What follows belongs to an exercise in optimizing a design on an open flow for small area; a production flow would make more cautious choices. The RTL was checked by simulation tests, not by an equivalence proof against the original design. Power figures rest on the tool's default switching activity, not on a simulated workload.

==> flow/design.v <==
`timescale 1ns/1ns
`default_nettype none
module top (input wire clk,
            input wire rst,
            input wire mic_data_1,
            input wire mic_data_2,
            output wire serial_tx,
            output wire mic_clk_1,
            output wire mic_clk_2,
            output wire sel_2,
            output wire serial_split);
assign sel_2 = 1'b1;
reg [18:0] tc;
always @(posedge clk)
  if (rst) tc <= 19'd7;
  else     tc <= tc + 19'd1;
wire [1:0] j  = tc[1:0];
wire       j0 = (j == 2'd0);
wire       p0 = (tc[9:2] == 8'd1);
wire       p255 = (tc[9:2] == 8'd0);
wire pdm_clk = tc[1] ^ tc[0];
assign mic_clk_1 = pdm_clk;
assign mic_clk_2 = pdm_clk;
assign serial_split = pdm_clk;
reg fresh;
always @(posedge clk)
  if (rst) fresh <= 1'b1;
  else if (tc[2:0] == 3'd3) fresh <= 1'b0;
reg init;
always @(posedge clk)
  if (rst) init <= 1'b1;
  else if (tc[12]) init <= 1'b0;
reg u1h, u2h;
always @(posedge clk)
  if (j0) begin
    u1h <= mic_data_1;
    u2h <= mic_data_2;
  end
wire u1 = j0 ? mic_data_1 : u1h;
wire u2 = j0 ? mic_data_2 : u2h;
wire [8:0] q = {~tc[9] & (tc[8:2] != 7'd0), ~tc[9], tc[8:2]};
reg  [3:0] dH_d, E_d, Hc_d;
always @* begin
  case (j)
    2'd0: begin dH_d = q[3:0];    E_d = 4'h0;             Hc_d = fresh ? 4'h1 : 4'h0; end
    2'd1: begin dH_d = q[7:4];    E_d = {q[0], 3'b100};   Hc_d = fresh ? 4'h4 : 4'hc; end
    2'd2: begin dH_d = {4{q[8]}}; E_d = q[4:1];           Hc_d = 4'hf; end
    default: begin dH_d = {4{q[8]}}; E_d = q[8:5];        Hc_d = 4'h3; end
  endcase
end
reg [15:0] hr;           
reg hcy, fcy, lcy;       
wire [3:0] hbase = (fresh | p0) ? Hc_d : hr[3:0];
wire [3:0] Hn, Wf, Wl;
wire hco, fco, lco;
add4 HU (.a(hbase), .b(dH_d), .ci(~j0 & hcy), .s(Hn), .co(hco));
add4 FU (.a(Hn), .b(E_d), .ci(~j0 & fcy), .s(Wf), .co(fco));
add4 LU (.a(Hn), .b(~E_d), .ci(j0 | lcy), .s(Wl), .co(lco));
wire [3:0] Wm = ~{Hn[2:0], ~j0 & hr[15]};
always @(posedge clk) begin
  hr  <= {Hn, hr[15:4]};
  hcy <= hco;
  fcy <= fco;
  lcy <= lco;
end
wire [15:0] c1_hi, c1_lo, c2_hi, c2_lo;
cicwin W1 (.clk(clk), .fresh(fresh), .j0(j0), .p0(p0), .u(u1),
           .Wf(Wf), .Wm(Wm), .Wl(Wl), .c_lo(c1_lo), .c_hi(c1_hi));
cicwin W2 (.clk(clk), .fresh(fresh), .j0(j0), .p0(p0), .u(u2),
           .Wf(Wf), .Wm(Wm), .Wl(Wl), .c_lo(c2_lo), .c_hi(c2_hi));
reg [47:0] sh;    
reg [47:0] sl;    
wire wr_h = p255;
wire wr_l = p255 & j[1];
wire [3:0] sh_in = {c2_hi[1:0], c1_hi[1:0]};
wire [7:0] sl_in = {c2_lo[3:0], c1_lo[3:0]};
always @(posedge clk) begin
  sh <= {wr_h ? sh_in : sh[3:0], sh[47:4]};
  sl <= {wr_l ? sl_in : sl[7:0], sl[47:8]};
end
reg [15:0] th;    
reg [15:0] tl;    
always @(posedge clk) begin
  th <= {wr_h ? sh[3:0] : th[3:0], th[15:4]};
  tl <= {wr_l ? sl[7:0] : tl[7:0], tl[15:8]};
end
reg [3:0] baud;
always @(posedge clk)
  if (rst) baud <= 4'd0;
  else     baud <= (baud == 4'd14) ? 4'd0 : baud + 4'd1;
wire baud_ce = (baud == 4'd7);
wire start_now = (tc[9:5] == 5'd0) && (tc[4:0] >= 5'd6) && (tc[4:0] <= 5'd20) &&
                 !(init && tc[18:10] == 9'd0);
reg transmitting;
reg [3:0] pos;
reg [1:0] chr;
always @(posedge clk)
  if (rst)
    transmitting <= 1'b0;
  else if (baud_ce) begin
    if (start_now) begin
      transmitting <= 1'b1;
      pos <= 4'd0;
      chr <= 2'd0;
    end else if (transmitting) begin
      if (pos == 4'd10) begin
        transmitting <= 1'b0;
        pos <= 4'd0;
        chr <= 2'd0;
      end else if (pos == 4'd9 && chr != 2'd3) begin
        pos <= 4'd0;
        chr <= chr + 2'd1;
      end else
        pos <= pos + 4'd1;
    end
  end
wire [2:0] b = pos[2:0];
wire [3:0] tl_lane = chr[1] ? tl[3:0] : tl[7:4];
wire [1:0] th_lane = chr[1] ? th[1:0] : th[3:2];
wire fetch = chr[0] ? (j == b[2:1]) : (j[0] == b[2]);
wire fbit  = chr[0] ? th_lane[b[0]] : tl_lane[b[1:0]];
reg nb, txb;
always @(posedge clk) begin
  if (fetch)   nb  <= fbit;
  if (baud_ce) txb <= nb;
end
wire mk   = (tc[18:10] == 9'd0);    
wire dbit = init ? 1'b0 : ((mk & chr[1]) | txb);
assign serial_tx = !transmitting || (pos >= 4'd9) || ((pos != 4'd0) && dbit);
endmodule
module add4 (input wire [3:0] a, input wire [3:0] b, input wire ci, output wire [3:0] s, output wire co);
wire [4:0] c;
assign c[0] = ci;
genvar i;
generate for (i = 0; i < 4; i = i + 1) begin : g
  assign {c[i+1], s[i]} = a[i] + b[i] + c[i];
end endgenerate
assign co = c[4];
endmodule
module cicwin (input wire clk,
               input wire fresh,
               input wire j0,
               input wire p0,
               input wire u,
               input wire [3:0] Wf,
               input wire [3:0] Wm,
               input wire [3:0] Wl,
               output wire [15:0] c_lo,
               output wire [15:0] c_hi);
reg [15:0] al, bl, cl;
reg [7:0]  ah, bh, ch;
reg alc, blc, clc, ahc, bhc, chc;
wire keep = ~fresh & ~p0;
wire move = ~fresh & p0;
wire [3:0] a_b  = keep ? al[3:0] : 4'h0;
wire [3:0] b_b  = keep ? bl[3:0] : (move ? al[3:0] : 4'h0);
wire [3:0] c_b  = keep ? cl[3:0] : (move ? bl[3:0] : 4'h0);
wire [1:0] a_hb = keep ? ah[1:0] : 2'h0;
wire [1:0] b_hb = keep ? bh[1:0] : (move ? ah[1:0] : 2'h0);
wire [1:0] c_hb = keep ? ch[1:0] : (move ? bh[1:0] : 2'h0);
wire a_hci = j0 ? (keep & alc) : ahc;
wire b_hci = j0 ? ((keep & blc) | (move & alc)) : bhc;
wire c_hci = j0 ? ((keep & clc) | (move & blc)) : chc;
wire [3:0] a_s, b_s, c_s;
wire a_co, b_co, c_co;
add4 A (.a(a_b), .b(Wf & {4{u}}), .ci(~j0 & alc), .s(a_s), .co(a_co));
add4 B (.a(b_b), .b(Wm & {4{u}}), .ci(j0 ? u : blc), .s(b_s), .co(b_co));
add4 C (.a(c_b), .b(Wl & {4{u}}), .ci(~j0 & clc), .s(c_s), .co(c_co));
wire [1:0] a_hs = {a_hb[1] ^ (a_hb[0] & a_hci), a_hb[0] ^ a_hci};
wire [1:0] b_hs = {b_hb[1] ^ (b_hb[0] & b_hci), b_hb[0] ^ b_hci};
wire [1:0] c_hs = {c_hb[1] ^ (c_hb[0] & c_hci), c_hb[0] ^ c_hci};
always @(posedge clk) begin
  al <= {a_s, al[15:4]};
  bl <= {b_s, bl[15:4]};
  cl <= {c_s, cl[15:4]};
  ah <= {a_hs, ah[7:2]};
  bh <= {b_hs, bh[7:2]};
  ch <= {c_hs, ch[7:2]};
  alc <= a_co; blc <= b_co; clc <= c_co;
  ahc <= a_hb[1] & a_hb[0] & a_hci;
  bhc <= b_hb[1] & b_hb[0] & b_hci;
  chc <= c_hb[1] & c_hb[0] & c_hci;
end
assign c_lo = cl;
assign c_hi = {8'h00, ch};
endmodule
==> flow/config.mk <==
export PLATFORM = sky130hd
export DESIGN_NAME = top
export DESIGN_NICKNAME = top
export VERILOG_FILES = /design/flow/design.v
export SDC_FILE = /design/flow/constraint.sdc
export NUM_CORES = 4
export LEC_CHECK = 0
export CAP_MARGIN = 20
export CORE_MARGIN = 2
export CORE_UTILIZATION = 40
export CTS_BUF_LIST = sky130_fd_sc_hd__clkbuf_8
export CTS_CLUSTER_DIAMETER = 50
export CTS_CLUSTER_SIZE = 16
export SLEW_MARGIN = 20
==> flow/constraint.sdc <==
create_clock -name core_clock -period 10.0 [get_ports {clk}]
set_input_delay 2.0000 -clock core_clock [delete_from_list [all_inputs] [get_ports {clk}]]
set_output_delay 2.0000 -clock core_clock [all_outputs]
set_load 0.01 [all_outputs]
run.sh (not shown) runs the stock make flow with config.mk's settings and CLKGATE_MAP_FILE= SYNTH_SCRIPT=/design/flow/synth_recipe.tcl, a recipe that flattens the netlist after the stock synthesis.
Next try:
--- a/flow/design.v
+++ b/flow/design.v
@@ -134,5 +134,6 @@
 genvar i;
 generate for (i = 0; i < 4; i = i + 1) begin : g
-  assign {c[i+1], s[i]} = a[i] + b[i] + c[i];
+  assign s[i] = a[i] ^ b[i] ^ c[i];
+  assign c[i+1] = (a[i] & b[i]) | (c[i] & (a[i] ^ b[i]));
 end endgenerate
 assign co = c[4];
After rerunning: Global-route usage came out lower by 0.23 points. Clock skew came out lower by 0.0036 ns. Synthesized cell count came out higher by 0.85%. Cell area stays flat. First-iteration DRC count came out lower by 4.2%. Combinational power came out lower by about 1%. Clock-buffer cell count came out lower by 4. Routed wire length came out higher by 0.89%. Area after synthesis came out higher by 1.0%. Setup slack improves by 0.32 ns.

========
top, a different RTL version from the one above (not shown whole).
For scale: roughly 790 cells after synthesis, about 340 flip-flops, about 9 I/O pins.
==> module cicwin, before the edit <==
module cicwin (input wire clk,
               input wire fresh,
               input wire j0,
               input wire p0,
               input wire u,
               input wire uh,
               input wire [3:0] Wf,
               input wire [3:0] Wm,
               input wire [3:0] Wl,
               output wire [15:0] c_lo,
               output wire [15:0] c_hi);
reg [15:0] al, bl, cl;
reg [7:0]  ah, bh, ch;
reg alc, blc, clc, ahc, bhc, chc;
wire keep = ~fresh & ~p0;
wire move = ~fresh & p0;
wire [3:0] a_b  = keep ? al[3:0] : 4'h0;
wire [3:0] b_b  = keep ? bl[3:0] : (move ? al[3:0] : 4'h0);
wire [3:0] c_b  = keep ? cl[3:0] : (move ? bl[3:0] : 4'h0);
wire [1:0] a_hb = keep ? ah[1:0] : 2'h0;
wire [1:0] b_hb = keep ? bh[1:0] : (move ? ah[1:0] : 2'h0);
wire [1:0] c_hb = keep ? ch[1:0] : (move ? bh[1:0] : 2'h0);
wire a_hci = j0 ? (keep & alc) : ahc;
wire b_pend = uh & ~blc;    
wire b_hci = j0 ? ((keep & b_pend) | (move & alc)) : bhc;
wire c_hci = j0 ? ((keep & clc) | (move & b_pend)) : chc;
wire [3:0] a_s, b_s, c_s;
wire a_co, b_co, c_co;
add4 A (.a(a_b), .b(Wf & {4{u}}), .ci(~j0 & alc), .s(a_s), .co(a_co));
wire [4:0] bb;
assign bb[0] = ~j0 & blc;
genvar k;
generate for (k = 0; k < 4; k = k + 1) begin : sb
  assign {bb[k+1], b_s[k]} = {1'b0, b_b[k]} - {1'b0, Wm[k] & u} - {1'b0, bb[k]};
end endgenerate
assign b_co = bb[4];
add4 C (.a(c_b), .b(Wl & {4{u}}), .ci(~j0 & clc), .s(c_s), .co(c_co));
wire [1:0] a_hs = {a_hb[1] ^ (a_hb[0] & a_hci), a_hb[0] ^ a_hci};
wire [1:0] b_hs = {b_hb[1] ^ (b_hb[0] & b_hci), b_hb[0] ^ b_hci};
wire [1:0] c_hs = {c_hb[1] ^ (c_hb[0] & c_hci), c_hb[0] ^ c_hci};
always @(posedge clk) begin
  al <= {a_s, al[15:4]};
  bl <= {b_s, bl[15:4]};
  cl <= {c_s, cl[15:4]};
  ah <= {a_hs, ah[7:2]};
  bh <= {b_hs, bh[7:2]};
  ch <= {c_hs, ch[7:2]};
  alc <= a_co; blc <= b_co; clc <= c_co;
  ahc <= a_hb[1] & a_hb[0] & a_hci;
  bhc <= b_hb[1] & b_hb[0] & b_hci;
  chc <= c_hb[1] & c_hb[0] & c_hci;
end
assign c_lo = cl;
assign c_hi = {8'h00, ch};
endmodule
Settings: LEC_CHECK=0, CAP_MARGIN=20, CORE_MARGIN=2, CORE_UTILIZATION=60, PLACE_DENSITY=0.75, SLEW_MARGIN=20; clock period 10.0 ns.
standard.sh (not shown) runs the stock make flow with config.mk's settings and CLKGATE_MAP_FILE= SYNTH_SCRIPT=/design/flow/synth_recipe.tcl, a recipe that flattens the netlist after the stock synthesis.
==> flow/flow/run.sh <==
#!/bin/bash
# Layout flow: the standard layout, except that
#  - synthesis maps the logic with an area-oriented ABC script (no buffering
#    or upsizing in ABC); it is otherwise ORFS's synthesis with the standard flow's
#    synthesis script, so the registers are the standard synthesis's;
#  - clock tree synthesis inserts no dummy loads;
#  - every input and output port is buffered with the smallest buffer.
set -euo pipefail
W=$PWD
rm -rf "$W/scripts_area"
cp -r "$FLOW_HOME/scripts" "$W/scripts_area"
printf 'strash\ndc2\ndch -f\namap\n' > "$W/scripts_area/abc_area.script"
make -C "$FLOW_HOME" DESIGN_CONFIG="$W/config.mk" WORK_HOME="$W/orfs" CLKGATE_MAP_FILE= \
  SYNTH_SCRIPT="$W/synth_recipe.tcl" SCRIPTS_DIR="$W/scripts_area" ABC_AREA=1 synth \
  > "$W/synth_area.log" 2>&1
export CTS_ARGS="-sink_clustering_enable -repair_clock_nets -sink_clustering_size 18 -sink_clustering_max_diameter 50 -buf_list sky130_fd_sc_hd__clkbuf_8 -dont_use_dummy_load"
export BUFFER_PORTS_ARGS="-buffer_cell sky130_fd_sc_hd__buf_1"
bash standard.sh > "$W/layout.log" 2>&1
The baseline finished with timing, DRC and antenna clean.
Edit:
--- a/flow/design.v
+++ b/flow/design.v
@@ -163,13 +163,13 @@
 wire [3:0] b_b  = keep ? bl[3:0] : (move ? al[3:0] : 4'h0);
 wire [3:0] c_b  = keep ? cl[3:0] : (move ? bl[3:0] : 4'h0);
 wire [1:0] a_hb = keep ? ah[1:0] : 2'h0;
 wire [1:0] b_hb = keep ? bh[1:0] : (move ? ah[1:0] : 2'h0);
 wire [1:0] c_hb = keep ? ch[1:0] : (move ? bh[1:0] : 2'h0);
 wire a_hci = j0 ? (keep & alc) : ahc;
-wire b_pend = uh & ~blc;    
+wire b_pend = uh & ~blc;
 wire b_hci = j0 ? ((keep & b_pend) | (move & alc)) : bhc;
 wire c_hci = j0 ? ((keep & clc) | (move & b_pend)) : chc;
 wire [3:0] a_s, b_s, c_s;
 wire a_co, b_co, c_co;
 add4 A (.a(a_b), .b(Wf & {4{u}}), .ci(~j0 & alc), .s(a_s), .co(a_co));
 wire [4:0] bb;
After rerunning: The changed run ran to the end with no violations; combinational power hardly moves; routed wire length does not change; core utilization is unchanged; clock power barely changes; via count is unchanged; power does not change; worst hold slack stays the same; maximum frequency is unchanged; global-route usage does not change; critical path depth does not change; non-clock buffer count is unchanged; final area is unchanged; clock-buffer cell count is unchanged; synthesized cell count stays the same.

========
== alpha ==
top again, from the RTL that the note above started with.
==> flow/config.mk <==
export PLATFORM = sky130hd
export DESIGN_NAME = top
export DESIGN_NICKNAME = top
export VERILOG_FILES = /design/flow/design.v
export SDC_FILE = /design/flow/constraint.sdc
export NUM_CORES = 4
export LEC_CHECK = 0
export CAP_MARGIN = 20
export CORE_MARGIN = 2
export CORE_UTILIZATION = 60
export PLACE_DENSITY = 0.75
export SLEW_MARGIN = 20
==> flow/constraint.sdc <==
create_clock -name core_clock -period 10.0 [get_ports {clk}]
set_input_delay 2.0000 -clock core_clock [delete_from_list [all_inputs] [get_ports {clk}]]
set_output_delay 2.0000 -clock core_clock [all_outputs]
set_load 0.01 [all_outputs]
==> flow/flow/run.sh <==
#!/bin/bash
# Layout flow: the standard layout, except that
#  - synthesis maps the logic with an area-oriented ABC script (no buffering
#    or upsizing in ABC); it is otherwise ORFS's synthesis with the standard flow's
#    synthesis script, so the registers are the standard synthesis's;
#  - clock tree synthesis inserts no dummy loads;
#  - every input and output port is buffered with the smallest buffer.
set -euo pipefail
W=$PWD
rm -rf "$W/scripts_area"
cp -r "$FLOW_HOME/scripts" "$W/scripts_area"
printf 'strash\ndc2\ndch -f\namap\n' > "$W/scripts_area/abc_area.script"
make -C "$FLOW_HOME" DESIGN_CONFIG="$W/config.mk" WORK_HOME="$W/orfs" CLKGATE_MAP_FILE= \
  SYNTH_SCRIPT="$W/synth_recipe.tcl" SCRIPTS_DIR="$W/scripts_area" ABC_AREA=1 synth \
  > "$W/synth_area.log" 2>&1
export CTS_ARGS="-sink_clustering_enable -repair_clock_nets -sink_clustering_size 20 -sink_clustering_max_diameter 60 -buf_list sky130_fd_sc_hd__clkbuf_8 -dont_use_dummy_load"
export BUFFER_PORTS_ARGS="-buffer_cell sky130_fd_sc_hd__buf_1"
bash standard.sh > "$W/layout.log" 2>&1
alpha went all the way through the flow, and no timing, DRC or antenna check failed.
The inputs of beta differ from those of alpha as listed below.
diff --git a/flow/design.v b/flow/design.v
--- a/flow/design.v
+++ b/flow/design.v
@@ -166,7 +166,7 @@
 wire [1:0] b_hb = keep ? bh[1:0] : (move ? ah[1:0] : 2'h0);
 wire [1:0] c_hb = keep ? ch[1:0] : (move ? bh[1:0] : 2'h0);
 wire a_hci = j0 ? (keep & alc) : ahc;
-wire b_pend = uh & ~blc;    
+wire b_pend = uh & ~blc;
 wire b_hci = j0 ? ((keep & b_pend) | (move & alc)) : bhc;
 wire c_hci = j0 ? ((keep & clc) | (move & b_pend)) : chc;
 wire [3:0] a_s, b_s, c_s;
Findings:
Hold slack came out exactly the same in alpha and beta. beta vs. alpha: proportion of power drawn by combinational gates about even; peak supply drop about even; detail-routed via count per cell about even. Delta (beta minus alpha): sum of met3 wire segment lengths after detailed routing flat, gate count of the mapped netlist roughly the same.

==> port drivers added, routing unchanged <==
No port has a modelled driver above. Below, the same layouts with a new extraction and two added sets of constraints. Step 1 sets driving cells, clkbuf_16 on the clock port and buf_2 on the other inputs (assumed; they add their load-dependent delay and slew). Step 2 moves the port delays by t, midway between the first and last clock arrival at a register: inputs arrive t later, outputs are due t later. That takes back most of the time a late clock gives input paths. a / b / c = ideal ports / drivers / drivers and shift; a / b = the first two.
| run | shift t [ns] | slack for setup (ns) | worst hold slack (ns) | worst setup path at the end |
|---|---|---|---|---|
| the first run of note 1 | 0.600 | 4.377 / 4.377 / 4.377 | 0.321 / 0.321 / 0.321 | register to register |
| the second run of note 1 | 0.595 | 4.695 / 4.695 / 4.695 | 0.324 / 0.324 / 0.324 | register to register |
| the first run of note 2 | 0.566 | 3.885 / 3.885 / 3.885 | 0.276 / 0.276 / 0.276 | register to register |
| the second run of note 2 | 0.566 | 3.885 / 3.885 / 3.885 | 0.276 / 0.276 / 0.276 | register to register |
| alpha | 0.571 | 3.948 / 3.948 / 3.948 | 0.312 / 0.312 / 0.312 | register to register |
| beta | 0.571 | 3.948 / 3.948 / 3.948 | 0.312 / 0.312 / 0.312 | register to register |
After both steps every run listed still meets setup and hold.
